From an optimization exercise on the open Yosys and OpenROAD flow, aimed at small area; shortcuts taken in it are not production practice. In this exercise RTL edits were held to simulation tests only and were not proved equivalent to the original. Power figures rest on the tool's default switching activity, not on a simulated workload.

### flow/config.mk
export PLATFORM = sky130hd
export DESIGN_NAME = CannyEdge
export DESIGN_NICKNAME = CannyEdge
export VERILOG_FILES = /design/flow/design.v
export SDC_FILE = /design/flow/constraint.sdc
export NUM_CORES = 4
export LEC_CHECK = 0
export CAP_MARGIN = 20
export CORE_MARGIN = 2
export CORE_UTILIZATION = 70
export CTS_BUF_LIST = sky130_fd_sc_hd__clkbuf_16
export CTS_CLUSTER_DIAMETER = 100
export CTS_CLUSTER_SIZE = 20
export PLACE_DENSITY = 0.8
export SLEW_MARGIN = 20
### flow/constraint.sdc
create_clock -name core_clock -period 12.0 [get_ports {clk}]
set_input_delay 2.4000 -clock core_clock [delete_from_list [all_inputs] [get_ports {clk}]]
set_output_delay 2.4000 -clock core_clock [all_outputs]
set_load 0.01 [all_outputs]
### flow/design.v
`timescale 1ns/10ps
module CannyEdge(dAddrRegRow, dAddrRegCol, bWE, bCE, InData, OutData,
	OPMode, bOPEnable, dReadReg, dWriteReg,	clk, rst_b);
input 	[2:0]	dAddrRegRow, dAddrRegCol;
input		bWE, bCE;
input 	[7:0] 	InData;
output 	[7:0] 	OutData;
reg     [7:0] 	OutData;
input 	[2:0]	OPMode;
input 		bOPEnable;
input 	[3:0]	dReadReg, dWriteReg;
input		clk, rst_b;
wire cmd_wr = rst_b & ~bCE & ~bWE;
wire cmd_rd = rst_b & ~bCE &  bWE;
wire cmd_op = rst_b &  bCE & ~bOPEnable;
wire cmd_cl = bCE & bOPEnable;
wire op0 = cmd_op & (OPMode == 3'd0);
wire op1 = cmd_op & (OPMode == 3'd1);
wire op2 = cmd_op & (OPMode == 3'd2);
wire op3 = cmd_op & (OPMode == 3'd3);
reg [2:0] cnt;
always @(posedge clk or negedge rst_b)
	if (!rst_b)
		cnt <= 3'd0;
	else if (cmd_cl)
		cnt <= 3'd0;
	else if (cmd_op & ~cnt[2])
		cnt <= cnt + 3'd1;
wire [2:0] r = dAddrRegRow, c = dAddrRegCol;
wire [4:0] rs = { r[2], r[1] & r[0], r[1] & ~r[0], ~r[1] & r[0], ~(r[2] | r[1] | r[0]) };
wire [4:0] cs = { c[2], c[1] & c[0], c[1] & ~c[0], ~c[1] & c[0], ~(c[2] | c[1] | c[0]) };
wire [24:0] es;	 
genvar gi;
generate for (gi = 0; gi < 25; gi = gi + 1) begin : ge
	assign es[gi] = rs[gi/5] & cs[gi%5];
end endgenerate
wire wsx = (dWriteReg == 4'd0);
wire wsy = (dWriteReg == 4'd1);
wire wsz = ~wsx & ~wsy;
reg [7:0] X [0:24];
wire [7:0] Dz = InData & {8{~bCE}};	 
wire [24:0] clr;
generate for (gi = 0; gi < 25; gi = gi + 1) begin : gxr
	always @(posedge clk)
		if ((cmd_wr & wsx & es[gi]) | clr[gi])
			X[gi] <= Dz;
end endgenerate
reg [2:0] ycls;
always @(posedge clk)
	if (cmd_wr & wsy & es[6])
		ycls <= (InData == 8'd0)   ? 3'd0 :
		        (InData == 8'd45)  ? 3'd1 :
		        (InData == 8'd90)  ? 3'd2 :
		        (InData == 8'd135) ? 3'd3 : 3'd4;
wire y0 = (ycls == 3'd0), y45 = (ycls == 3'd1), y90 = (ycls == 3'd2),
     y135 = (ycls == 3'd3), yoth = ycls[2];
reg [12:0] zf;	 
generate for (gi = 0; gi < 13; gi = gi + 1) begin : gz
	if ((gi % 5) < 3) begin : u
		always @(posedge clk)
			if (cmd_wr & wsz & es[gi])
				zf[gi] <= (dWriteReg == 4'd2) & (InData == 8'd1);
	end else begin : n
		always @(*) zf[gi] = 1'b0;
	end
end endgenerate
wire [3:0] slot_rd = {es[24]|es[9]|es[23]|es[22]|es[18]|es[17],
                      es[20]|es[3]|es[21]|es[14]|es[16]|es[13],
                      es[4]|es[5]|es[19]|es[10]|es[8]|es[11],
                      es[0]|es[1]|es[15]|es[2]|es[6]|es[7]|es[12]};
wire [6:0] lane_rd = {es[12],
                   es[7]|es[11]|es[13]|es[17],
                   es[6]|es[8]|es[16]|es[18],
                   es[2]|es[10]|es[14]|es[22],
                   es[15]|es[19]|es[21]|es[23],
                   es[1]|es[3]|es[5]|es[9],
                   es[0]|es[4]|es[20]|es[24]};
wire [3:0] slot_op = {cnt == 3'd3, cnt == 3'd2, cnt == 3'd1, cnt == 3'd0};
wire [1:0] pq = {ycls[1] ^ OPMode[0], ycls[0]};
wire ph = cnt[0];
reg [3:0] slot_pr;
reg [6:0] lane_pr;	 
always @(*)
	case ({pq, ph})
	3'b000: begin slot_pr = 4'b0001; lane_pr = 7'b0100000; end	 
	3'b001: begin slot_pr = 4'b0010; lane_pr = 7'b0000010; end	 
	3'b010: begin slot_pr = 4'b0001; lane_pr = 7'b0001000; end	 
	3'b011: begin slot_pr = 4'b0010; lane_pr = 7'b0001000; end	 
	3'b100: begin slot_pr = 4'b0010; lane_pr = 7'b0100000; end	 
	3'b101: begin slot_pr = 4'b0001; lane_pr = 7'b0000010; end	 
	3'b110: begin slot_pr = 4'b0001; lane_pr = 7'b0000001; end	 
	default: begin slot_pr = 4'b0001; lane_pr = 7'b1000000; end	 
	endcase
wire [3:0] ss = ~bCE ? slot_rd : OPMode[1] ? slot_pr : slot_op;
wire [6:0] lsel = ~bCE ? lane_rd : (lane_pr & {7{~ycls[2]}});
function [7:0] m4; input [3:0] s; input [7:0] a, b, c, d;
	m4 = ({8{s[0]}} & a) | ({8{s[1]}} & b) | ({8{s[2]}} & c) | ({8{s[3]}} & d);
endfunction
wire [7:0] LA = m4(ss, X[0], X[4], X[20], X[24]);
wire [7:0] LB = m4(ss, X[1], X[5], X[3], X[9]);
wire [7:0] LC = m4(ss, X[15], X[19], X[21], X[23]);
wire [7:0] LD = m4(ss, X[2], X[10], X[14], X[22]);
wire [7:0] LE = m4(ss, X[6], X[8], X[16], X[18]);
wire [7:0] LF = m4(ss, X[7], X[11], X[13], X[17]);
wire [7:0] LG = {8{ss[0]}} & X[12];
wire [7:0] xr = ({8{lsel[0]}} & LA) | ({8{lsel[1]}} & LB) | ({8{lsel[2]}} & LC) |
                ({8{lsel[3]}} & LD) | ({8{lsel[4]}} & LE) | ({8{lsel[5]}} & LF) |
                ({8{lsel[6]}} & LG);
reg [14:0] gacc;
reg gcf;
wire gfirst = (cnt == 3'd0);
wire [14:0] gacc_in = gacc & {15{~gfirst}};
wire gcf_in = gcf & ~gfirst;
wire ga_1 = gacc_in[0] ^ LA[0] ^ LB[0];
wire ga_2 = (gacc_in[0] & LA[0]) | (gacc_in[0] & LB[0]) | (LA[0] & LB[0]);
wire ga_3 = LC[0] ^ LE[0] ^ ga_1;
wire ga_4 = (LC[0] & LE[0]) | (LC[0] & ga_1) | (LE[0] & ga_1);
wire ga_5 = gacc_in[1] ^ LA[1] ^ LB[1];
wire ga_6 = (gacc_in[1] & LA[1]) | (gacc_in[1] & LB[1]) | (LA[1] & LB[1]);
wire ga_7 = LB[0] ^ LC[1] ^ LC[0];
wire ga_8 = (LB[0] & LC[1]) | (LB[0] & LC[0]) | (LC[1] & LC[0]);
wire ga_9 = LE[1] ^ LE[0] ^ LF[0];
wire ga_10 = (LE[1] & LE[0]) | (LE[1] & LF[0]) | (LE[0] & LF[0]);
wire ga_11 = ga_2 ^ ga_5 ^ ga_7;
wire ga_12 = (ga_2 & ga_5) | (ga_2 & ga_7) | (ga_5 & ga_7);
wire ga_13 = ga_9 ^ ga_4 ^ ga_11;
wire ga_14 = (ga_9 & ga_4) | (ga_9 & ga_11) | (ga_4 & ga_11);
wire ga_15 = gacc_in[2] ^ LA[2] ^ LB[2];
wire ga_16 = (gacc_in[2] & LA[2]) | (gacc_in[2] & LB[2]) | (LA[2] & LB[2]);
wire ga_17 = LB[1] ^ LC[2] ^ LC[1];
wire ga_18 = (LB[1] & LC[2]) | (LB[1] & LC[1]) | (LC[2] & LC[1]);
wire ga_19 = LD[0] ^ LE[2] ^ LE[1];
wire ga_20 = (LD[0] & LE[2]) | (LD[0] & LE[1]) | (LE[2] & LE[1]);
wire ga_21 = LE[0] ^ LF[1] ^ ga_6;
wire ga_22 = (LE[0] & LF[1]) | (LE[0] & ga_6) | (LF[1] & ga_6);
wire ga_23 = ga_8 ^ ga_10 ^ ga_15;
wire ga_24 = (ga_8 & ga_10) | (ga_8 & ga_15) | (ga_10 & ga_15);
wire ga_25 = ga_17 ^ ga_19 ^ ga_12;
wire ga_26 = (ga_17 & ga_19) | (ga_17 & ga_12) | (ga_19 & ga_12);
wire ga_27 = ga_21 ^ ga_23 ^ ga_14;
wire ga_28 = (ga_21 & ga_23) | (ga_21 & ga_14) | (ga_23 & ga_14);
wire ga_29 = gacc_in[3] ^ LA[3] ^ LB[3];
wire ga_30 = (gacc_in[3] & LA[3]) | (gacc_in[3] & LB[3]) | (LA[3] & LB[3]);
wire ga_31 = LB[2] ^ LC[3] ^ LC[2];
wire ga_32 = (LB[2] & LC[3]) | (LB[2] & LC[2]) | (LC[3] & LC[2]);
wire ga_33 = LD[1] ^ LE[3] ^ LE[2];
wire ga_34 = (LD[1] & LE[3]) | (LD[1] & LE[2]) | (LE[3] & LE[2]);
wire ga_35 = LE[1] ^ LF[2] ^ LF[0];
wire ga_36 = (LE[1] & LF[2]) | (LE[1] & LF[0]) | (LF[2] & LF[0]);
wire ga_37 = ga_16 ^ ga_18 ^ ga_20;
wire ga_38 = (ga_16 & ga_18) | (ga_16 & ga_20) | (ga_18 & ga_20);
wire ga_39 = ga_29 ^ ga_31 ^ ga_33;
wire ga_40 = (ga_29 & ga_31) | (ga_29 & ga_33) | (ga_31 & ga_33);
wire ga_41 = ga_35 ^ ga_22 ^ ga_24;
wire ga_42 = (ga_35 & ga_22) | (ga_35 & ga_24) | (ga_22 & ga_24);
wire ga_43 = ga_37 ^ ga_39 ^ ga_26;
wire ga_44 = (ga_37 & ga_39) | (ga_37 & ga_26) | (ga_39 & ga_26);
wire ga_45 = ga_41 ^ ga_28 ^ ga_43;
wire ga_46 = (ga_41 & ga_28) | (ga_41 & ga_43) | (ga_28 & ga_43);
wire ga_47 = gacc_in[4] ^ LA[4] ^ LB[4];
wire ga_48 = (gacc_in[4] & LA[4]) | (gacc_in[4] & LB[4]) | (LA[4] & LB[4]);
wire ga_49 = LB[3] ^ LC[4] ^ LC[3];
wire ga_50 = (LB[3] & LC[4]) | (LB[3] & LC[3]) | (LC[4] & LC[3]);
wire ga_51 = LD[2] ^ LE[4] ^ LE[3];
wire ga_52 = (LD[2] & LE[4]) | (LD[2] & LE[3]) | (LE[4] & LE[3]);
wire ga_53 = LE[2] ^ LF[3] ^ LF[1];
wire ga_54 = (LE[2] & LF[3]) | (LE[2] & LF[1]) | (LF[3] & LF[1]);
wire ga_55 = LG[0] ^ ga_30 ^ ga_32;
wire ga_56 = (LG[0] & ga_30) | (LG[0] & ga_32) | (ga_30 & ga_32);
wire ga_57 = ga_34 ^ ga_36 ^ ga_47;
wire ga_58 = (ga_34 & ga_36) | (ga_34 & ga_47) | (ga_36 & ga_47);
wire ga_59 = ga_49 ^ ga_51 ^ ga_53;
wire ga_60 = (ga_49 & ga_51) | (ga_49 & ga_53) | (ga_51 & ga_53);
wire ga_61 = ga_38 ^ ga_40 ^ ga_55;
wire ga_62 = (ga_38 & ga_40) | (ga_38 & ga_55) | (ga_40 & ga_55);
wire ga_63 = ga_57 ^ ga_59 ^ ga_42;
wire ga_64 = (ga_57 & ga_59) | (ga_57 & ga_42) | (ga_59 & ga_42);
wire ga_65 = ga_61 ^ ga_44 ^ ga_63;
wire ga_66 = (ga_61 & ga_44) | (ga_61 & ga_63) | (ga_44 & ga_63);
wire ga_67 = gacc_in[5] ^ LA[5] ^ LB[5];
wire ga_68 = (gacc_in[5] & LA[5]) | (gacc_in[5] & LB[5]) | (LA[5] & LB[5]);
wire ga_69 = LB[4] ^ LC[5] ^ LC[4];
wire ga_70 = (LB[4] & LC[5]) | (LB[4] & LC[4]) | (LC[5] & LC[4]);
wire ga_71 = LD[3] ^ LE[5] ^ LE[4];
wire ga_72 = (LD[3] & LE[5]) | (LD[3] & LE[4]) | (LE[5] & LE[4]);
wire ga_73 = LE[3] ^ LF[4] ^ LF[2];
wire ga_74 = (LE[3] & LF[4]) | (LE[3] & LF[2]) | (LF[4] & LF[2]);
wire ga_75 = LG[1] ^ ga_48 ^ ga_50;
wire ga_76 = (LG[1] & ga_48) | (LG[1] & ga_50) | (ga_48 & ga_50);
wire ga_77 = ga_52 ^ ga_54 ^ ga_67;
wire ga_78 = (ga_52 & ga_54) | (ga_52 & ga_67) | (ga_54 & ga_67);
wire ga_79 = ga_69 ^ ga_71 ^ ga_73;
wire ga_80 = (ga_69 & ga_71) | (ga_69 & ga_73) | (ga_71 & ga_73);
wire ga_81 = ga_56 ^ ga_58 ^ ga_60;
wire ga_82 = (ga_56 & ga_58) | (ga_56 & ga_60) | (ga_58 & ga_60);
wire ga_83 = ga_75 ^ ga_77 ^ ga_79;
wire ga_84 = (ga_75 & ga_77) | (ga_75 & ga_79) | (ga_77 & ga_79);
wire ga_85 = ga_62 ^ ga_81 ^ ga_83;
wire ga_86 = (ga_62 & ga_81) | (ga_62 & ga_83) | (ga_81 & ga_83);
wire ga_87 = ga_64 ^ ga_85 ^ ga_66;
wire ga_88 = (ga_64 & ga_85) | (ga_64 & ga_66) | (ga_85 & ga_66);
wire ga_89 = gacc_in[6] ^ LA[6] ^ LB[6];
wire ga_90 = (gacc_in[6] & LA[6]) | (gacc_in[6] & LB[6]) | (LA[6] & LB[6]);
wire ga_91 = LB[5] ^ LC[6] ^ LC[5];
wire ga_92 = (LB[5] & LC[6]) | (LB[5] & LC[5]) | (LC[6] & LC[5]);
wire ga_93 = LD[4] ^ LE[6] ^ LE[5];
wire ga_94 = (LD[4] & LE[6]) | (LD[4] & LE[5]) | (LE[6] & LE[5]);
wire ga_95 = LE[4] ^ LF[5] ^ LF[3];
wire ga_96 = (LE[4] & LF[5]) | (LE[4] & LF[3]) | (LF[5] & LF[3]);
wire ga_97 = LG[2] ^ ga_68 ^ ga_70;
wire ga_98 = (LG[2] & ga_68) | (LG[2] & ga_70) | (ga_68 & ga_70);
wire ga_99 = ga_72 ^ ga_74 ^ ga_89;
wire ga_100 = (ga_72 & ga_74) | (ga_72 & ga_89) | (ga_74 & ga_89);
wire ga_101 = ga_91 ^ ga_93 ^ ga_95;
wire ga_102 = (ga_91 & ga_93) | (ga_91 & ga_95) | (ga_93 & ga_95);
wire ga_103 = ga_76 ^ ga_78 ^ ga_80;
wire ga_104 = (ga_76 & ga_78) | (ga_76 & ga_80) | (ga_78 & ga_80);
wire ga_105 = ga_97 ^ ga_99 ^ ga_101;
wire ga_106 = (ga_97 & ga_99) | (ga_97 & ga_101) | (ga_99 & ga_101);
wire ga_107 = ga_82 ^ ga_84 ^ ga_103;
wire ga_108 = (ga_82 & ga_84) | (ga_82 & ga_103) | (ga_84 & ga_103);
wire ga_109 = ga_105 ^ ga_86 ^ ga_107;
wire ga_110 = (ga_105 & ga_86) | (ga_105 & ga_107) | (ga_86 & ga_107);
wire ga_111 = gacc_in[7] ^ LA[7] ^ LB[7];
wire ga_112 = (gacc_in[7] & LA[7]) | (gacc_in[7] & LB[7]) | (LA[7] & LB[7]);
wire ga_113 = LB[6] ^ LC[7] ^ LC[6];
wire ga_114 = (LB[6] & LC[7]) | (LB[6] & LC[6]) | (LC[7] & LC[6]);
wire ga_115 = LD[5] ^ LE[7] ^ LE[6];
wire ga_116 = (LD[5] & LE[7]) | (LD[5] & LE[6]) | (LE[7] & LE[6]);
wire ga_117 = LE[5] ^ LF[6] ^ LF[4];
wire ga_118 = (LE[5] & LF[6]) | (LE[5] & LF[4]) | (LF[6] & LF[4]);
wire ga_119 = LG[3] ^ ga_90 ^ ga_92;
wire ga_120 = (LG[3] & ga_90) | (LG[3] & ga_92) | (ga_90 & ga_92);
wire ga_121 = ga_94 ^ ga_96 ^ ga_111;
wire ga_122 = (ga_94 & ga_96) | (ga_94 & ga_111) | (ga_96 & ga_111);
wire ga_123 = ga_113 ^ ga_115 ^ ga_117;
wire ga_124 = (ga_113 & ga_115) | (ga_113 & ga_117) | (ga_115 & ga_117);
wire ga_125 = ga_98 ^ ga_100 ^ ga_102;
wire ga_126 = (ga_98 & ga_100) | (ga_98 & ga_102) | (ga_100 & ga_102);
wire ga_127 = ga_119 ^ ga_121 ^ ga_123;
wire ga_128 = (ga_119 & ga_121) | (ga_119 & ga_123) | (ga_121 & ga_123);
wire ga_129 = ga_104 ^ ga_106 ^ ga_125;
wire ga_130 = (ga_104 & ga_106) | (ga_104 & ga_125) | (ga_106 & ga_125);
wire ga_131 = ga_127 ^ ga_108 ^ ga_129;
wire ga_132 = (ga_127 & ga_108) | (ga_127 & ga_129) | (ga_108 & ga_129);
wire ga_133 = gacc_in[8] ^ LB[7] ^ LC[7];
wire ga_134 = (gacc_in[8] & LB[7]) | (gacc_in[8] & LC[7]) | (LB[7] & LC[7]);
wire ga_135 = LD[6] ^ LE[7] ^ LE[6];
wire ga_136 = (LD[6] & LE[7]) | (LD[6] & LE[6]) | (LE[7] & LE[6]);
wire ga_137 = LF[7] ^ LF[5] ^ LG[4];
wire ga_138 = (LF[7] & LF[5]) | (LF[7] & LG[4]) | (LF[5] & LG[4]);
wire ga_139 = gcf_in ^ ga_112 ^ ga_114;
wire ga_140 = (gcf_in & ga_112) | (gcf_in & ga_114) | (ga_112 & ga_114);
wire ga_141 = ga_116 ^ ga_118 ^ ga_133;
wire ga_142 = (ga_116 & ga_118) | (ga_116 & ga_133) | (ga_118 & ga_133);
wire ga_143 = ga_135 ^ ga_137 ^ ga_120;
wire ga_144 = (ga_135 & ga_137) | (ga_135 & ga_120) | (ga_137 & ga_120);
wire ga_145 = ga_122 ^ ga_124 ^ ga_139;
wire ga_146 = (ga_122 & ga_124) | (ga_122 & ga_139) | (ga_124 & ga_139);
wire ga_147 = ga_141 ^ ga_126 ^ ga_143;
wire ga_148 = (ga_141 & ga_126) | (ga_141 & ga_143) | (ga_126 & ga_143);
wire ga_149 = ga_128 ^ ga_145 ^ ga_130;
wire ga_150 = (ga_128 & ga_145) | (ga_128 & ga_130) | (ga_145 & ga_130);
wire ga_151 = ga_147 ^ ga_132 ^ ga_149;
wire ga_152 = (ga_147 & ga_132) | (ga_147 & ga_149) | (ga_132 & ga_149);
wire ga_153 = gacc_in[9] ^ LD[7] ^ LE[7];
wire ga_154 = (gacc_in[9] & LD[7]) | (gacc_in[9] & LE[7]) | (LD[7] & LE[7]);
wire ga_155 = LF[6] ^ LG[5] ^ ga_134;
wire ga_156 = (LF[6] & LG[5]) | (LF[6] & ga_134) | (LG[5] & ga_134);
wire ga_157 = ga_136 ^ ga_138 ^ ga_153;
wire ga_158 = (ga_136 & ga_138) | (ga_136 & ga_153) | (ga_138 & ga_153);
wire ga_159 = ga_140 ^ ga_142 ^ ga_155;
wire ga_160 = (ga_140 & ga_142) | (ga_140 & ga_155) | (ga_142 & ga_155);
wire ga_161 = ga_157 ^ ga_144 ^ ga_146;
wire ga_162 = (ga_157 & ga_144) | (ga_157 & ga_146) | (ga_144 & ga_146);
wire ga_163 = ga_159 ^ ga_148 ^ ga_161;
wire ga_164 = (ga_159 & ga_148) | (ga_159 & ga_161) | (ga_148 & ga_161);
wire ga_165 = ga_150 ^ ga_163 ^ ga_152;
wire ga_166 = (ga_150 & ga_163) | (ga_150 & ga_152) | (ga_163 & ga_152);
wire ga_167 = gacc_in[10] ^ LF[7] ^ LG[6];
wire ga_168 = (gacc_in[10] & LF[7]) | (gacc_in[10] & LG[6]) | (LF[7] & LG[6]);
wire ga_169 = ga_154 ^ ga_167 ^ ga_156;
wire ga_170 = (ga_154 & ga_167) | (ga_154 & ga_156) | (ga_167 & ga_156);
wire ga_171 = ga_158 ^ ga_160 ^ ga_169;
wire ga_172 = (ga_158 & ga_160) | (ga_158 & ga_169) | (ga_160 & ga_169);
wire ga_173 = ga_162 ^ ga_171 ^ ga_164;
wire ga_174 = (ga_162 & ga_171) | (ga_162 & ga_164) | (ga_171 & ga_164);
wire ga_175 = gacc_in[11] ^ LG[7] ^ ga_168;
wire ga_176 = (gacc_in[11] & LG[7]) | (gacc_in[11] & ga_168) | (LG[7] & ga_168);
wire ga_177 = ga_175 ^ ga_170 ^ ga_172;
wire ga_178 = (ga_175 & ga_170) | (ga_175 & ga_172) | (ga_170 & ga_172);
wire ga_179 = gacc_in[12] ^ ga_176 ^ ga_178;
wire ga_180 = (gacc_in[12] & ga_176) | (gacc_in[12] & ga_178) | (ga_176 & ga_178);
wire ga_181 = ga_25 ^ ga_27;
wire ga_182 = ga_25 & ga_27;
wire ga_183 = ga_45 ^ ga_182;
wire ga_184 = ga_45 & ga_182;
wire ga_185 = ga_46 ^ ga_65 ^ ga_184;
wire ga_186 = (ga_46 & ga_65) | (ga_46 & ga_184) | (ga_65 & ga_184);
wire ga_187 = ga_87 ^ ga_186;
wire ga_188 = ga_87 & ga_186;
wire ga_189 = ga_109 ^ ga_88 ^ ga_188;
wire ga_190 = (ga_109 & ga_88) | (ga_109 & ga_188) | (ga_88 & ga_188);
wire ga_191 = ga_110 ^ ga_131 ^ ga_190;
wire ga_192 = (ga_110 & ga_131) | (ga_110 & ga_190) | (ga_131 & ga_190);
wire ga_193 = ga_173 ^ ga_166;
wire ga_194 = ga_173 & ga_166;
wire ga_195 = ga_177 ^ ga_174 ^ ga_194;
wire ga_196 = (ga_177 & ga_174) | (ga_177 & ga_194) | (ga_174 & ga_194);
wire ga_197 = ga_179 ^ ga_196;
wire ga_198 = ga_179 & ga_196;
wire ga_199 = gacc_in[13] ^ ga_180 ^ ga_198;
wire ga_200 = (gacc_in[13] & ga_180) | (gacc_in[13] & ga_198) | (ga_180 & ga_198);
wire ga_201 = gacc_in[14] ^ ga_200;
wire ga_202 = gacc_in[14] & ga_200;
wire [14:0] gnext = {ga_201, ga_199, ga_197, ga_195, ga_193, ga_165, ga_151, ga_191, ga_189, ga_187, ga_185, ga_183, ga_181, ga_13, ga_3};
wire gcf_next = ga_192;
always @(posedge clk) if (op0 & ~cnt[2]) begin
	gacc <= gnext;
	gcf <= gcf_next;
end
wire [7:0] gf = {gacc[14:8] + {6'd0, gcf}, gacc[7]};
wire [7:0] X0 = X[0], X1 = X[1], X2 = X[2], X5 = X[5], X7 = X[7], X10 = X[10], X11 = X[11], X12 = X[12];
wire sb_1 = X2[0] ^ ~X10[0] ^ 1'b1;
wire sb_2 = (X2[0] & ~X10[0]) | (X2[0] & 1'b1) | (~X10[0] & 1'b1);
wire sb_3 = X2[1] ^ ~X10[1] ^ sb_2;
wire sb_4 = (X2[1] & ~X10[1]) | (X2[1] & sb_2) | (~X10[1] & sb_2);
wire sb_5 = X2[2] ^ ~X10[2] ^ sb_4;
wire sb_6 = (X2[2] & ~X10[2]) | (X2[2] & sb_4) | (~X10[2] & sb_4);
wire sb_7 = X2[3] ^ ~X10[3] ^ sb_6;
wire sb_8 = (X2[3] & ~X10[3]) | (X2[3] & sb_6) | (~X10[3] & sb_6);
wire sb_9 = X2[4] ^ ~X10[4] ^ sb_8;
wire sb_10 = (X2[4] & ~X10[4]) | (X2[4] & sb_8) | (~X10[4] & sb_8);
wire sb_11 = X2[5] ^ ~X10[5] ^ sb_10;
wire sb_12 = (X2[5] & ~X10[5]) | (X2[5] & sb_10) | (~X10[5] & sb_10);
wire sb_13 = X2[6] ^ ~X10[6] ^ sb_12;
wire sb_14 = (X2[6] & ~X10[6]) | (X2[6] & sb_12) | (~X10[6] & sb_12);
wire sb_15 = X2[7] ^ ~X10[7] ^ sb_14;
wire sb_16 = (X2[7] & ~X10[7]) | (X2[7] & sb_14) | (~X10[7] & sb_14);
wire sb_17 = 1'b1 ^ sb_16;
wire [8:0] sS = {sb_17, sb_15, sb_13, sb_11, sb_9, sb_7, sb_5, sb_3, sb_1};
wire sb_19 = X12[0] ^ ~X0[0] ^ 1'b1;
wire sb_20 = (X12[0] & ~X0[0]) | (X12[0] & 1'b1) | (~X0[0] & 1'b1);
wire sb_21 = X12[1] ^ ~X0[1] ^ sb_20;
wire sb_22 = (X12[1] & ~X0[1]) | (X12[1] & sb_20) | (~X0[1] & sb_20);
wire sb_23 = X12[2] ^ ~X0[2] ^ sb_22;
wire sb_24 = (X12[2] & ~X0[2]) | (X12[2] & sb_22) | (~X0[2] & sb_22);
wire sb_25 = X12[3] ^ ~X0[3] ^ sb_24;
wire sb_26 = (X12[3] & ~X0[3]) | (X12[3] & sb_24) | (~X0[3] & sb_24);
wire sb_27 = X12[4] ^ ~X0[4] ^ sb_26;
wire sb_28 = (X12[4] & ~X0[4]) | (X12[4] & sb_26) | (~X0[4] & sb_26);
wire sb_29 = X12[5] ^ ~X0[5] ^ sb_28;
wire sb_30 = (X12[5] & ~X0[5]) | (X12[5] & sb_28) | (~X0[5] & sb_28);
wire sb_31 = X12[6] ^ ~X0[6] ^ sb_30;
wire sb_32 = (X12[6] & ~X0[6]) | (X12[6] & sb_30) | (~X0[6] & sb_30);
wire sb_33 = X12[7] ^ ~X0[7] ^ sb_32;
wire sb_34 = (X12[7] & ~X0[7]) | (X12[7] & sb_32) | (~X0[7] & sb_32);
wire sb_35 = 1'b1 ^ sb_34;
wire [8:0] sT = {sb_35, sb_33, sb_31, sb_29, sb_27, sb_25, sb_23, sb_21, sb_19};
wire sb_37 = X7[0] ^ ~X5[0] ^ 1'b1;
wire sb_38 = (X7[0] & ~X5[0]) | (X7[0] & 1'b1) | (~X5[0] & 1'b1);
wire sb_39 = X7[1] ^ ~X5[1] ^ sb_38;
wire sb_40 = (X7[1] & ~X5[1]) | (X7[1] & sb_38) | (~X5[1] & sb_38);
wire sb_41 = X7[2] ^ ~X5[2] ^ sb_40;
wire sb_42 = (X7[2] & ~X5[2]) | (X7[2] & sb_40) | (~X5[2] & sb_40);
wire sb_43 = X7[3] ^ ~X5[3] ^ sb_42;
wire sb_44 = (X7[3] & ~X5[3]) | (X7[3] & sb_42) | (~X5[3] & sb_42);
wire sb_45 = X7[4] ^ ~X5[4] ^ sb_44;
wire sb_46 = (X7[4] & ~X5[4]) | (X7[4] & sb_44) | (~X5[4] & sb_44);
wire sb_47 = X7[5] ^ ~X5[5] ^ sb_46;
wire sb_48 = (X7[5] & ~X5[5]) | (X7[5] & sb_46) | (~X5[5] & sb_46);
wire sb_49 = X7[6] ^ ~X5[6] ^ sb_48;
wire sb_50 = (X7[6] & ~X5[6]) | (X7[6] & sb_48) | (~X5[6] & sb_48);
wire sb_51 = X7[7] ^ ~X5[7] ^ sb_50;
wire sb_52 = (X7[7] & ~X5[7]) | (X7[7] & sb_50) | (~X5[7] & sb_50);
wire sb_53 = 1'b1 ^ sb_52;
wire [8:0] sU = {sb_53, sb_51, sb_49, sb_47, sb_45, sb_43, sb_41, sb_39, sb_37};
wire sb_55 = X1[0] ^ ~X11[0] ^ 1'b1;
wire sb_56 = (X1[0] & ~X11[0]) | (X1[0] & 1'b1) | (~X11[0] & 1'b1);
wire sb_57 = X1[1] ^ ~X11[1] ^ sb_56;
wire sb_58 = (X1[1] & ~X11[1]) | (X1[1] & sb_56) | (~X11[1] & sb_56);
wire sb_59 = X1[2] ^ ~X11[2] ^ sb_58;
wire sb_60 = (X1[2] & ~X11[2]) | (X1[2] & sb_58) | (~X11[2] & sb_58);
wire sb_61 = X1[3] ^ ~X11[3] ^ sb_60;
wire sb_62 = (X1[3] & ~X11[3]) | (X1[3] & sb_60) | (~X11[3] & sb_60);
wire sb_63 = X1[4] ^ ~X11[4] ^ sb_62;
wire sb_64 = (X1[4] & ~X11[4]) | (X1[4] & sb_62) | (~X11[4] & sb_62);
wire sb_65 = X1[5] ^ ~X11[5] ^ sb_64;
wire sb_66 = (X1[5] & ~X11[5]) | (X1[5] & sb_64) | (~X11[5] & sb_64);
wire sb_67 = X1[6] ^ ~X11[6] ^ sb_66;
wire sb_68 = (X1[6] & ~X11[6]) | (X1[6] & sb_66) | (~X11[6] & sb_66);
wire sb_69 = X1[7] ^ ~X11[7] ^ sb_68;
wire sb_70 = (X1[7] & ~X11[7]) | (X1[7] & sb_68) | (~X11[7] & sb_68);
wire sb_71 = 1'b1 ^ sb_70;
wire [8:0] sV = {sb_71, sb_69, sb_67, sb_65, sb_63, sb_61, sb_59, sb_57, sb_55};
wire sb_73 = sS[0] ^ sT[0];
wire sb_74 = sS[0] & sT[0];
wire sb_75 = sU[0] ^ sb_74 ^ sS[1];
wire sb_76 = (sU[0] & sb_74) | (sU[0] & sS[1]) | (sb_74 & sS[1]);
wire sb_77 = sT[1] ^ sb_75;
wire sb_78 = sT[1] & sb_75;
wire sb_79 = sU[1] ^ sS[2] ^ sT[2];
wire sb_80 = (sU[1] & sS[2]) | (sU[1] & sT[2]) | (sS[2] & sT[2]);
wire sb_81 = sb_76 ^ sb_78 ^ sb_79;
wire sb_82 = (sb_76 & sb_78) | (sb_76 & sb_79) | (sb_78 & sb_79);
wire sb_83 = sU[2] ^ sS[3] ^ sT[3];
wire sb_84 = (sU[2] & sS[3]) | (sU[2] & sT[3]) | (sS[3] & sT[3]);
wire sb_85 = sb_80 ^ sb_82 ^ sb_83;
wire sb_86 = (sb_80 & sb_82) | (sb_80 & sb_83) | (sb_82 & sb_83);
wire sb_87 = sU[3] ^ sS[4] ^ sT[4];
wire sb_88 = (sU[3] & sS[4]) | (sU[3] & sT[4]) | (sS[4] & sT[4]);
wire sb_89 = sb_84 ^ sb_86 ^ sb_87;
wire sb_90 = (sb_84 & sb_86) | (sb_84 & sb_87) | (sb_86 & sb_87);
wire sb_91 = sU[4] ^ sS[5] ^ sT[5];
wire sb_92 = (sU[4] & sS[5]) | (sU[4] & sT[5]) | (sS[5] & sT[5]);
wire sb_93 = sb_88 ^ sb_90 ^ sb_91;
wire sb_94 = (sb_88 & sb_90) | (sb_88 & sb_91) | (sb_90 & sb_91);
wire sb_95 = sU[5] ^ sS[6] ^ sT[6];
wire sb_96 = (sU[5] & sS[6]) | (sU[5] & sT[6]) | (sS[6] & sT[6]);
wire sb_97 = sb_92 ^ sb_94 ^ sb_95;
wire sb_98 = (sb_92 & sb_94) | (sb_92 & sb_95) | (sb_94 & sb_95);
wire sb_99 = sU[6] ^ sS[7] ^ sT[7];
wire sb_100 = (sU[6] & sS[7]) | (sU[6] & sT[7]) | (sS[7] & sT[7]);
wire sb_101 = sb_96 ^ sb_98 ^ sb_99;
wire sb_102 = (sb_96 & sb_98) | (sb_96 & sb_99) | (sb_98 & sb_99);
wire sb_103 = sU[7] ^ ~sS[8] ^ ~sT[8];
wire sb_104 = (sU[7] & ~sS[8]) | (sU[7] & ~sT[8]) | (~sS[8] & ~sT[8]);
wire sb_105 = sb_100 ^ sb_103 ^ sb_102;
wire sb_106 = (sb_100 & sb_103) | (sb_100 & sb_102) | (sb_103 & sb_102);
wire sb_107 = ~sU[8] ^ sb_104 ^ sb_106;
wire sb_108 = (~sU[8] & sb_104) | (~sU[8] & sb_106) | (sb_104 & sb_106);
wire sb_109 = 1'b1 ^ sb_108;
wire [10:0] gx = {sb_109, sb_107, sb_105, sb_101, sb_97, sb_93, sb_89, sb_85, sb_81, sb_77, sb_73};
wire sb_111 = 1'b1 ^ sS[0] ^ ~sT[0];
wire sb_112 = (1'b1 & sS[0]) | (1'b1 & ~sT[0]) | (sS[0] & ~sT[0]);
wire sb_113 = sV[0] ^ sS[1] ^ ~sT[1];
wire sb_114 = (sV[0] & sS[1]) | (sV[0] & ~sT[1]) | (sS[1] & ~sT[1]);
wire sb_115 = sb_112 ^ sb_113;
wire sb_116 = sb_112 & sb_113;
wire sb_117 = sV[1] ^ sS[2] ^ ~sT[2];
wire sb_118 = (sV[1] & sS[2]) | (sV[1] & ~sT[2]) | (sS[2] & ~sT[2]);
wire sb_119 = sb_114 ^ sb_116 ^ sb_117;
wire sb_120 = (sb_114 & sb_116) | (sb_114 & sb_117) | (sb_116 & sb_117);
wire sb_121 = sV[2] ^ sS[3] ^ ~sT[3];
wire sb_122 = (sV[2] & sS[3]) | (sV[2] & ~sT[3]) | (sS[3] & ~sT[3]);
wire sb_123 = sb_118 ^ sb_120 ^ sb_121;
wire sb_124 = (sb_118 & sb_120) | (sb_118 & sb_121) | (sb_120 & sb_121);
wire sb_125 = sV[3] ^ sS[4] ^ ~sT[4];
wire sb_126 = (sV[3] & sS[4]) | (sV[3] & ~sT[4]) | (sS[4] & ~sT[4]);
wire sb_127 = sb_122 ^ sb_124 ^ sb_125;
wire sb_128 = (sb_122 & sb_124) | (sb_122 & sb_125) | (sb_124 & sb_125);
wire sb_129 = sV[4] ^ sS[5] ^ ~sT[5];
wire sb_130 = (sV[4] & sS[5]) | (sV[4] & ~sT[5]) | (sS[5] & ~sT[5]);
wire sb_131 = sb_126 ^ sb_128 ^ sb_129;
wire sb_132 = (sb_126 & sb_128) | (sb_126 & sb_129) | (sb_128 & sb_129);
wire sb_133 = sV[5] ^ sS[6] ^ ~sT[6];
wire sb_134 = (sV[5] & sS[6]) | (sV[5] & ~sT[6]) | (sS[6] & ~sT[6]);
wire sb_135 = sb_130 ^ sb_132 ^ sb_133;
wire sb_136 = (sb_130 & sb_132) | (sb_130 & sb_133) | (sb_132 & sb_133);
wire sb_137 = sV[6] ^ sS[7] ^ ~sT[7];
wire sb_138 = (sV[6] & sS[7]) | (sV[6] & ~sT[7]) | (sS[7] & ~sT[7]);
wire sb_139 = sb_134 ^ sb_136 ^ sb_137;
wire sb_140 = (sb_134 & sb_136) | (sb_134 & sb_137) | (sb_136 & sb_137);
wire sb_141 = sV[7] ^ ~sS[8] ^ sT[8];
wire sb_142 = (sV[7] & ~sS[8]) | (sV[7] & sT[8]) | (~sS[8] & sT[8]);
wire sb_143 = sb_138 ^ sb_141 ^ sb_140;
wire sb_144 = (sb_138 & sb_141) | (sb_138 & sb_140) | (sb_141 & sb_140);
wire sb_145 = ~sV[8] ^ sb_142 ^ sb_144;
wire sb_146 = (~sV[8] & sb_142) | (~sV[8] & sb_144) | (sb_142 & sb_144);
wire sb_147 = 1'b1 ^ sb_146;
wire [10:0] gy = {sb_147, sb_145, sb_143, sb_139, sb_135, sb_131, sb_127, sb_123, sb_119, sb_115, sb_111};
reg sx, sy;
always @(posedge clk) begin sx <= gx[10]; sy <= gy[10]; end
wire [9:0] axp = gx[9:0] ^ {10{sx}};
wire [9:0] ayp = gy[9:0] ^ {10{sy}};
wire sb_149 = axp[0] ^ ayp[0] ^ sx;
wire sb_150 = (axp[0] & ayp[0]) | (axp[0] & sx) | (ayp[0] & sx);
wire sb_151 = sy ^ sb_149;
wire sb_152 = sy & sb_149;
wire sb_153 = axp[1] ^ ayp[1] ^ sb_150;
wire sb_154 = (axp[1] & ayp[1]) | (axp[1] & sb_150) | (ayp[1] & sb_150);
wire sb_155 = sb_152 ^ sb_153;
wire sb_156 = sb_152 & sb_153;
wire sb_157 = axp[2] ^ ayp[2] ^ sb_154;
wire sb_158 = (axp[2] & ayp[2]) | (axp[2] & sb_154) | (ayp[2] & sb_154);
wire sb_159 = sb_156 ^ sb_157;
wire sb_160 = sb_156 & sb_157;
wire sb_161 = axp[3] ^ ayp[3] ^ sb_158;
wire sb_162 = (axp[3] & ayp[3]) | (axp[3] & sb_158) | (ayp[3] & sb_158);
wire sb_163 = sb_160 ^ sb_161;
wire sb_164 = sb_160 & sb_161;
wire sb_165 = axp[4] ^ ayp[4] ^ sb_162;
wire sb_166 = (axp[4] & ayp[4]) | (axp[4] & sb_162) | (ayp[4] & sb_162);
wire sb_167 = sb_164 ^ sb_165;
wire sb_168 = sb_164 & sb_165;
wire sb_169 = axp[5] ^ ayp[5] ^ sb_166;
wire sb_170 = (axp[5] & ayp[5]) | (axp[5] & sb_166) | (ayp[5] & sb_166);
wire sb_171 = sb_168 ^ sb_169;
wire sb_172 = sb_168 & sb_169;
wire sb_173 = axp[6] ^ ayp[6] ^ sb_170;
wire sb_174 = (axp[6] & ayp[6]) | (axp[6] & sb_170) | (ayp[6] & sb_170);
wire sb_175 = sb_172 ^ sb_173;
wire sb_176 = sb_172 & sb_173;
wire sb_177 = axp[7] ^ ayp[7] ^ sb_174;
wire sb_178 = (axp[7] & ayp[7]) | (axp[7] & sb_174) | (ayp[7] & sb_174);
wire sb_179 = sb_176 ^ sb_177;
wire sb_180 = sb_176 & sb_177;
wire sb_181 = axp[8] ^ ayp[8] ^ sb_178;
wire sb_182 = (axp[8] & ayp[8]) | (axp[8] & sb_178) | (ayp[8] & sb_178);
wire sb_183 = sb_180 ^ sb_181;
wire sb_184 = sb_180 & sb_181;
wire sb_185 = axp[9] ^ ayp[9] ^ sb_182;
wire sb_186 = (axp[9] & ayp[9]) | (axp[9] & sb_182) | (ayp[9] & sb_182);
wire sb_187 = sb_184 ^ sb_185;
wire sb_188 = sb_184 & sb_185;
wire sb_189 = sb_186 ^ sb_188;
wire [10:0] gsum2 = {sb_189, sb_187, sb_183, sb_179, sb_175, sb_171, sb_167, sb_163, sb_159, sb_155, sb_151};
wire sb_191 = axp[0] ^ sx;
wire sb_192 = axp[0] & sx;
wire sb_193 = axp[1] ^ ~ayp[0] ^ ~sy;
wire sb_194 = (axp[1] & ~ayp[0]) | (axp[1] & ~sy) | (~ayp[0] & ~sy);
wire sb_195 = sb_192 ^ sb_193;
wire sb_196 = sb_192 & sb_193;
wire sb_197 = axp[2] ^ ~ayp[1] ^ sb_194;
wire sb_198 = (axp[2] & ~ayp[1]) | (axp[2] & sb_194) | (~ayp[1] & sb_194);
wire sb_199 = sb_196 ^ sb_197;
wire sb_200 = sb_196 & sb_197;
wire sb_201 = axp[3] ^ ~ayp[2] ^ sb_198;
wire sb_202 = (axp[3] & ~ayp[2]) | (axp[3] & sb_198) | (~ayp[2] & sb_198);
wire sb_203 = sb_200 ^ sb_201;
wire sb_204 = sb_200 & sb_201;
wire sb_205 = axp[4] ^ ~ayp[3] ^ sb_202;
wire sb_206 = (axp[4] & ~ayp[3]) | (axp[4] & sb_202) | (~ayp[3] & sb_202);
wire sb_207 = sb_204 ^ sb_205;
wire sb_208 = sb_204 & sb_205;
wire sb_209 = axp[5] ^ ~ayp[4] ^ sb_206;
wire sb_210 = (axp[5] & ~ayp[4]) | (axp[5] & sb_206) | (~ayp[4] & sb_206);
wire sb_211 = sb_208 ^ sb_209;
wire sb_212 = sb_208 & sb_209;
wire sb_213 = axp[6] ^ ~ayp[5] ^ sb_210;
wire sb_214 = (axp[6] & ~ayp[5]) | (axp[6] & sb_210) | (~ayp[5] & sb_210);
wire sb_215 = sb_212 ^ sb_213;
wire sb_216 = sb_212 & sb_213;
wire sb_217 = axp[7] ^ ~ayp[6] ^ sb_214;
wire sb_218 = (axp[7] & ~ayp[6]) | (axp[7] & sb_214) | (~ayp[6] & sb_214);
wire sb_219 = sb_216 ^ sb_217;
wire sb_220 = sb_216 & sb_217;
wire sb_221 = axp[8] ^ ~ayp[7] ^ sb_218;
wire sb_222 = (axp[8] & ~ayp[7]) | (axp[8] & sb_218) | (~ayp[7] & sb_218);
wire sb_223 = sb_220 ^ sb_221;
wire sb_224 = sb_220 & sb_221;
wire sb_225 = axp[9] ^ ~ayp[8] ^ sb_222;
wire sb_226 = (axp[9] & ~ayp[8]) | (axp[9] & sb_222) | (~ayp[8] & sb_222);
wire sb_227 = sb_224 ^ sb_225;
wire sb_228 = sb_224 & sb_225;
wire sb_229 = ~ayp[9] ^ sb_226 ^ sb_228;
wire sb_230 = (~ayp[9] & sb_226) | (~ayp[9] & sb_228) | (sb_226 & sb_228);
wire sb_231 = 1'b1 ^ sb_230;
wire [11:0] dd = {sb_231, sb_229, sb_227, sb_223, sb_219, sb_215, sb_211, sb_207, sb_203, sb_199, sb_195, sb_191};
wire sb_233 = axp[0] ^ sx ^ dd[2];
wire sb_234 = (axp[0] & sx) | (axp[0] & dd[2]) | (sx & dd[2]);
wire sb_235 = axp[1] ^ dd[3] ^ sb_234;
wire sb_236 = (axp[1] & dd[3]) | (axp[1] & sb_234) | (dd[3] & sb_234);
wire sb_237 = axp[2] ^ dd[4] ^ sb_236;
wire sb_238 = (axp[2] & dd[4]) | (axp[2] & sb_236) | (dd[4] & sb_236);
wire sb_239 = axp[3] ^ dd[5] ^ sb_238;
wire sb_240 = (axp[3] & dd[5]) | (axp[3] & sb_238) | (dd[5] & sb_238);
wire sb_241 = axp[4] ^ dd[6] ^ sb_240;
wire sb_242 = (axp[4] & dd[6]) | (axp[4] & sb_240) | (dd[6] & sb_240);
wire sb_243 = axp[5] ^ dd[7] ^ sb_242;
wire sb_244 = (axp[5] & dd[7]) | (axp[5] & sb_242) | (dd[7] & sb_242);
wire sb_245 = axp[6] ^ dd[8] ^ sb_244;
wire sb_246 = (axp[6] & dd[8]) | (axp[6] & sb_244) | (dd[8] & sb_244);
wire sb_247 = axp[7] ^ dd[9] ^ sb_246;
wire sb_248 = (axp[7] & dd[9]) | (axp[7] & sb_246) | (dd[9] & sb_246);
wire sb_249 = axp[8] ^ sb_248 ^ dd[10];
wire sb_250 = (axp[8] & sb_248) | (axp[8] & dd[10]) | (sb_248 & dd[10]);
wire sb_251 = axp[9] ^ 1'b1 ^ ~dd[11];
wire sb_252 = (axp[9] & 1'b1) | (axp[9] & ~dd[11]) | (1'b1 & ~dd[11]);
wire sb_253 = sb_250 ^ sb_251;
wire sb_254 = sb_250 & sb_251;
wire sb_255 = 1'b1 ^ sb_252 ^ sb_254;
wire sb_256 = (1'b1 & sb_252) | (1'b1 & sb_254) | (sb_252 & sb_254);
wire sb_257 = 1'b1 ^ sb_256;
wire [13:0] ee = {sb_257, sb_255, sb_253, sb_249, sb_247, sb_245, sb_243, sb_241, sb_239, sb_237, sb_235, sb_233, dd[1], dd[0]};
wire le1 = ~dd[11];	 
wire le5 = ~ee[13];	 
reg [7:0] r_grad;
reg [1:0] r_dir;	 
always @(posedge clk) if (op1) begin
	r_grad <= gsum2[10:3];
	r_dir  <= le1 ? 2'd0 : le5 ? ((sx == sy) ? 2'd1 : 2'd3) : 2'd2;
end
function hi; input [7:0] v; hi = (v >= 8'd15); endfunction
wire ge6 = (X[6] >= xr);	 
wire hin = hi(xr);		 
reg nf;			 
always @(posedge clk) nf <= OPMode[0] ? hin : ge6;
wire at1 = (cnt == 3'd1);
wire keep = ~ycls[2] & nf & ge6;
wire nms = op2 & at1;
assign clr[7]  = nms & keep & (ycls[1:0] == 2'd0);
assign clr[5]  = nms & keep & (ycls[1:0] == 2'd0);
assign clr[2]  = nms & keep & (ycls[1:0] == 2'd1);
assign clr[10] = nms & keep & (ycls[1:0] == 2'd1);
assign clr[11] = nms & keep & (ycls[1:0] == 2'd2);
assign clr[1]  = nms & keep & (ycls[1:0] == 2'd2);
assign clr[0]  = nms & keep & (ycls[1:0] == 2'd3);
assign clr[12] = nms & keep & (ycls[1:0] == 2'd3);
assign clr[6]  = nms & ~keep;
assign clr[3] = 1'b0; assign clr[4] = 1'b0; assign clr[8] = 1'b0; assign clr[9] = 1'b0;
generate for (gi = 13; gi < 25; gi = gi + 1) begin : gc
	assign clr[gi] = 1'b0;
end endgenerate
wire nb_z  = (y0 & (zf[1] | zf[11])) | (y45 & (zf[0] | zf[12])) |
             (y90 & (zf[5] | zf[7])) | (y135 & (zf[2] | zf[10])) | (yoth & zf[6]);
wire th = hi(X[6]) | (~(X[6] <= 8'd10) & (nf | hin | nb_z));
reg r_th;
always @(posedge clk) if (op3 & at1) r_th <= th;
wire [7:0] dirv = {r_dir == 2'd3, r_dir == 2'd2, r_dir == 2'd1, r_dir == 2'd2,
                   r_dir[0] ^ r_dir[1], r_dir[0], r_dir[1], r_dir[0]};
always @(posedge clk)
	if (cmd_rd)
		case (dReadReg)
		4'd0: OutData <= gf;
		4'd1: OutData <= r_grad;
		4'd2: OutData <= dirv;
		4'd3: OutData <= xr;
		4'd4: OutData <= {7'd0, r_th};
		default: OutData <= 8'd0;
		endcase
endmodule
### flow/flow/run.sh
#!/bin/bash
# Layout flow: the standard synthesis; then invopt.py, a netlist pass that
# removes inverters around full adders (same function, same registers); then
# the standard layout, with the port buffers made of the smallest buffer.
# Each tool's output goes to a log file of its own in this folder.
set -euo pipefail
R="$PWD/orfs/results/sky130hd/CannyEdge/base"
bash standard.sh synth > synth.log 2>&1
cp "$R/1_2_yosys.v" std_1_2_yosys.v
python3 flow/invopt.py std_1_2_yosys.v "$R/1_2_yosys.v" > invopt.log 2>&1
rm -f "$R/1_synth.odb" "$R/1_synth.sdc"
export BUFFER_PORTS_ARGS="-buffer_cell sky130_fd_sc_hd__buf_1"
bash standard.sh > layout.log 2>&1
### flow/flow/invopt.py
#!/usr/bin/env python3
"""Removes inverters around full adders in a mapped sky130hd netlist.

A full adder is self-dual: FA(~a,~b,~c) = (~sum, ~cout). For each fa cell,
this script flips it (feeds it the complement of each input and complements
both outputs) when that lowers the number of inverters: an input driven by an
inverter is fed from the inverter's input instead, and an output that drives
inverters feeds their loads directly. Inverters left without loads are
deleted. The function of the netlist is unchanged; registers are untouched.

usage: invopt.py in.v out.v
"""
import re, sys
from collections import defaultdict

src = open(sys.argv[1]).read()
m_mod = re.search(r'^module .*?;\n', src, re.S | re.M)
body_start = m_mod.end()
end = src.rindex('endmodule')
body = src[body_start:end]
cell_re = re.compile(r'^\s*(sky130_fd_sc_hd__\w+)\s+(\\\S+\s|\S+)\s*\((.*?)\);\n', re.S | re.M)
pin_re = re.compile(r'\.(\w+)\(\s*(.*?)\s*\)(?:,|\s*$)', re.S)

decl_lines = []
cells = {}
order = []
pos = 0
first_cell = None
for m in cell_re.finditer(body):
    if first_cell is None:
        first_cell = m.start()
    typ, name, pins = m.group(1), m.group(2).strip(), m.group(3)
    pd = {}
    for pm in pin_re.finditer(pins):
        pd[pm.group(1)] = pm.group(2).strip()
    cells[name] = {'type': typ, 'pins': pd}
    order.append(name)
decls = body[:first_cell]
rest = cell_re.sub('', body[first_cell:])
if rest.strip():
    sys.exit("unexpected netlist content: " + rest.strip()[:200])

OUTPINS = {'X', 'Y', 'Q', 'Q_N', 'SUM', 'COUT', 'HI', 'LO'}
ports = set()
for m in re.finditer(r'^\s*(input|output)\s+(\[\d+:\d+\]\s+)?(\S+);', decls, re.M):
    ports.add(m.group(3))

def is_port(net):
    base = net.split('[')[0]
    return base in ports or net in ports

drv = {}
loads = defaultdict(set)
def rebuild():
    drv.clear(); loads.clear()
    for n, c in cells.items():
        for p, net in c['pins'].items():
            if p in OUTPINS:
                drv[net] = (n, p)
            else:
                loads[net].add((n, p))
rebuild()

def is_inv(n):
    return n in cells and cells[n]['type'].startswith('sky130_fd_sc_hd__inv_')

def inv_of(net):
    """an existing inverter whose input is net, or None"""
    for (c, p) in loads.get(net, ()):
        if is_inv(c):
            return c
    return None

cnt = [0]
newwires = []
def newnet():
    cnt[0] += 1
    n = f"_invopt_n{cnt[0]}_"
    newwires.append(n)
    return n

def newinv(a, y):
    cnt[0] += 1
    name = f"_invopt_i{cnt[0]}_"
    cells[name] = {'type': 'sky130_fd_sc_hd__inv_1', 'pins': {'A': a, 'Y': y}}
    order.append(name)
    drv[y] = (name, 'Y'); loads[a].add((name, 'A'))
    return name

def connect(c, p, net):
    old = cells[c]['pins'][p]
    loads[old].discard((c, p))
    cells[c]['pins'][p] = net
    loads[net].add((c, p))

def delete_if_dead(c):
    if c in cells and is_inv(c):
        y = cells[c]['pins']['Y']
        if not loads.get(y) and not is_port(y):
            a = cells[c]['pins']['A']
            loads[a].discard((c, 'A'))
            del drv[y]
            del cells[c]
            return True
    return False

def gain(f):
    c = cells[f]
    g = 0
    for p in ('A', 'B', 'CIN'):
        n = c['pins'][p]
        d = drv.get(n)
        if d and is_inv(d[0]):
            if len(loads[n]) == 1 and not is_port(n):
                g += 1
        elif n.startswith("1'") or n.startswith("1'b"):
            pass
        else:
            if inv_of(n) is None:
                g -= 1
    for p in ('SUM', 'COUT'):
        n = c['pins'][p]
        if is_port(n):
            return -99
        ls = loads.get(n, set())
        invs = [x for x in ls if is_inv(x[0])]
        others = [x for x in ls if not is_inv(x[0])]
        g += len(invs)
        if others:
            g -= 1
    return g

def flip(f):
    c = cells[f]
    for p in ('A', 'B', 'CIN'):
        n = c['pins'][p]
        d = drv.get(n)
        if n in ("1'h0", "1'b0"):
            connect(f, p, "1'h1")
        elif n in ("1'h1", "1'b1"):
            connect(f, p, "1'h0")
        elif d and is_inv(d[0]):
            src_net = cells[d[0]]['pins']['A']
            connect(f, p, src_net)
            delete_if_dead(d[0])
        else:
            i = inv_of(n)
            if i is None:
                y = newnet()
                newinv(n, y)
                connect(f, p, y)
            else:
                connect(f, p, cells[i]['pins']['Y'])
    for p in ('SUM', 'COUT'):
        n = c['pins'][p]
        pn = newnet()
        del drv[n]
        c['pins'][p] = pn
        drv[pn] = (f, p)
        ls = list(loads.get(n, set()))
        for (lc, lp) in ls:
            if is_inv(lc):
                y = cells[lc]['pins']['Y']
                for (c2, p2) in list(loads.get(y, set())):
                    connect(c2, p2, pn)
                if is_port(y):
                    # keep the inverter as a buffer-less path is not possible
                    continue
                loads[n].discard((lc, 'A'))
                del drv[y]
                del cells[lc]
        if loads.get(n):
            newinv(pn, n)

def ninv():
    return sum(1 for c in cells if is_inv(c))

before = ninv()
fas = [n for n in order if cells[n]['type'].startswith('sky130_fd_sc_hd__fa_')]
def descend():
    changed = True
    p = 0
    while changed and p < 50:
        changed = False
        p += 1
        for f in fas:
            if gain(f) > 0:
                flip(f)
                changed = True
    return p
passes = descend()
# plateau moves: flip adders whose flip keeps the count, then descend again;
# deterministic order, stop when a round brings no gain
for rnd in range(20):
    start = ninv()
    for f in fas:
        if gain(f) == 0:
            flip(f)
            descend()
    if ninv() >= start:
        break
after = ninv()
print(f"inverters: {before} -> {after} (greedy, then plateau moves)", file=sys.stderr)

def fmt(net):
    return net + ' ' if net.startswith('\\') else net

out = [src[:body_start], decls]
for w in newwires:
    out.append(f"  wire {w};\n")
for n in order:
    if n not in cells:
        continue
    c = cells[n]
    pins = ",\n".join(f"    .{p}({fmt(v)})" for p, v in c['pins'].items())
    out.append(f"  {c['type']} {fmt(n)} (\n{pins}\n  );\n")
out.append(src[end:])
open(sys.argv[2], 'w').write("".join(out))
### flow/standard.sh
#!/bin/bash
# synth_recipe.tcl (not shown) runs the flow's synth.tcl, then flattens the netlist and writes it again
# the make line also repeats each setting of config.mk as NAME=value (left out here)
make -C /OpenROAD-flow-scripts/flow DESIGN_CONFIG=/design/flow/config.mk WORK_HOME=/design/flow/orfs CLKGATE_MAP_FILE= SYNTH_SCRIPT=/design/flow/synth_recipe.tcl "${@:-finish}"
==> results.txt <==
-- worst reg2reg max path, stage by stage, from the launching register on --
cell and delay, ns:
edfxtp_1 0.50, ha_1 0.26, fa_1 0.38, fa_1 0.57, inv_1 0.08, fa_1 0.48
fa_1 0.47, fa_1 0.64, xnor2_1 0.15, inv_1 0.10, fa_1 0.41, fa_1 0.46
fa_1 0.46, fa_1 0.47, fa_1 0.47, fa_1 0.47, fa_1 0.55, ha_1 0.15
inv_1 0.06, fa_1 0.47, ha_1 0.33, a2111oi_0 0.53, a21oi_1 0.16
-- report_power, final --
part	total (mW)	switching, mW	internal [mW]
sequential	1.14	0.0110	1.13
combinational	1.54	0.875	0.662
clock	0.531	0.286	0.245
-- state kept, by name (all words and copies together) (netlist names), 2 cells and up --
| signal | count |
|---|---|
| OutData | 8 |
| r_grad | 8 |
| ycls | 3 |
| zf | 9 |
| r_dir | 2 |
| gacc | 15 |
| cnt | 3 |
| X | 200 |
-- layout make-up --
class | count | area (sq um)
multi-input cells | 755 | 7660
repair buffers | 56 | 277
clock buffers | 16 | 400
clock inverters | 6 | 40.0
fillers | 1395 | 5660
well taps | 285 | 357
flip-flops and latches | 253 | 7550
inverters | 165 | 619
-- worst paths after layout --
check / from / end / slack, ns / depth (start not counted)
min reg2reg: cnt[2] / cnt[2] / 0.59 / 2
max: dAddrRegRow[0] / gacc[14] / 2.76 / 24
max reg2reg: X[0][0] / r_dir[1] / 3.13 / 22
max in group asynchronous: rst_b / cnt[2] / 10.08 / 1
min in group asynchronous: rst_b / cnt[0] / 1.71 / 1
min: cnt[2] / cnt[2] / 0.59 / 2
-- layer usage --
layer  vias to the layer above  part of all wire [%]  global-route usage (%)
met4                         0                   4.3                    11.8
li1                       4422                     -                       -
met2                       750                    45                    54.1
met3                       131                    12                    8.06
met5                         -                     0                       0
met1                      5112                    38                    49.1
-- metrics by stage --
stage / setup WS (ns) / cell area [sq um] / hold slack (ns)
6_report: 2.76 / 16900 / 0.594
5_1_grt: 2.38 / 16900 / 0.631
4_1_cts: 2.84 / 16900 / 0.596
3_5_place_dp: 2.32 / 16400 / 0.576
3_3_place_gp: 2.46 / 16400 / 0.553
2_1_floorplan: 3.34 / 16100 / 0.529
==> flow_summary_export.csv <==
group,metric,value,unit
status,status,"complete, no violations",
timing,period_share,77.0,%
detailed_routing,routedWlPerCell,26.2,um
detailed_routing,drc,0,
clock_tree,cts_max_level,1,
setup_path,cp-end-kind,"flip-flop",
die,fp.dieArea,24200,sq um
detailed_routing,drt_iter0_drc,1442,
setup_path,critPathBufInv,6,
setup_path,crit_chain,"buf_1 -> nand2b_1 -> a311oi_1 -> o31a_1 -> or2_1 -> buf_4 -> a222oi_1 -> a21boi_0 -> inv_1 -> fa_1 -> fa_1 -> inv_1 -> fa_1 -> fa_1 -> fa_1 -> fa_1 -> fa_1 -> inv_1 -> ha_1 -> fa_1 -> ha_1 -> inv_1 -> fa_1 -> xor2_1",
timing,slew_violations,0,
global_routing,grt_max_degree,57,
setup_path,cp_slowest_cell,"buf_1",
placed_design,portBuffers,37,
clock_tree,ctsResizeCount,0,
power,leakage,6.28,nW
global_routing,grt_pass1_wl,61500,um
global_routing,track_usage,34.7,%
timing,slew_headroom,15.0,%
clock_tree,cts_buffers,16,
die,placementRows,55,
timing,finalSetupViolCount,0,
setup_path,critPathKind,"in -> reg",
timing,fin_skew,0.0189,ns
power,finalPower,3.21,mW
power,ir_worst_vdd,0.000255,V
die,start_util,71.3,%
final_layout,final_util,74.9,%
timing,rsz0062_at_grt,"false",
detailed_routing,vias,10415,
power,p_per_area,190,nW/um^2
clock_tree,postCtsHoldBufs,0,
setup_path,cp-start-kind,"primary input",
timing,hold_viol_final,0,
timing,worst_pin_slew,1.27,ns
placed_design,place_congestion,1.01,
timing,period_minus_slack,9.24,ns
setup_path,required,12.28,ns
placed_design,hpwlAfterDp,31000,um
setup_path,max_stage_delay,0.54,ns
yosys,syn-cell-area,16100,sq um
detailed_routing,routed_wl,40300,um
final_layout,nets,1494,
setup_path,crit_family,"adder cells",
die,die_w,156,um
clock_tree,post-cts-setup-buffer-count,0,
yosys,synth_warnings,2,
setup_path,cp_max_fo,47,
yosys,syn_nets,1476,
die,die_h,156,um
yosys,syn_avg_cell_area,13.1,sq um
yosys,synth_cells,1229,
worst_hold_path,hp-class,"reg -> reg",
final_layout,layout_common_cells,"247 x edfxtp_1, 168 x inv_1, 168 x fa_1",
clock_tree,clock_path_buffers,3,
detailed_routing,firstDrtPassIters,12,
final_layout,fin_cells,1536,
placed_design,placed_cells,1512,
detailed_routing,viasPerCell,6.78,
timing,tns,0,ns
timing,fmax,0.108,GHz
die,io_pins,38,
final_layout,drive_above_1_share,5.92,%
setup_path,cp.arrival,9.51,ns
final_layout,syn2layout_area_growth,5.05,%
clock_tree,path_clk_slew,0.09,ns
detailed_routing,ant_nets,0,
clock_tree,clockRootBuffer,"clkbuf_16",
clock_tree,cts_tree,"done",
global_routing,grt_pass1_vias,10307,
global_routing,antenna_found_initial,0,
die,core_area,22600,sq um
final_layout,layout_commonest_cell,"edfxtp_1",
global_routing,grt-ovfl-total,0,
clock_tree,clock-sinks,253,
setup_path,timing.critical_path.mode_cell,"fa_1",
clock_tree,insertion_delay,0.52,ns
flow_run,maxCapViolCount,0,
final_layout,n_antenna_cell,0,

## what the ideal ports hide
No port has a modelled driver above. Below, the same layout with a new extraction and two added sets of constraints. Step 1 sets driving cells, clkbuf_16 on the clock port and buf_2 on the other inputs (assumed; they add their load-dependent delay and slew). Step 2, shift: input delay + t, output delay - t, t = (earliest + latest rising clock arrival at the registers) / 2. This alone moves slack from input paths to output paths. a / b / c = ideal ports / drivers / drivers and shift; a / b = the first two.
shift t [ns]: 0.561
slack for setup (ns): 2.761 / 2.785 / 2.224
worst setup path at the end: input to register
cell pins on the clock port's net: 1
After both steps this run still meets setup and hold. For this run, drivers alone change the setup slack by +0.024 ns; drivers and shift together by -0.537 ns.
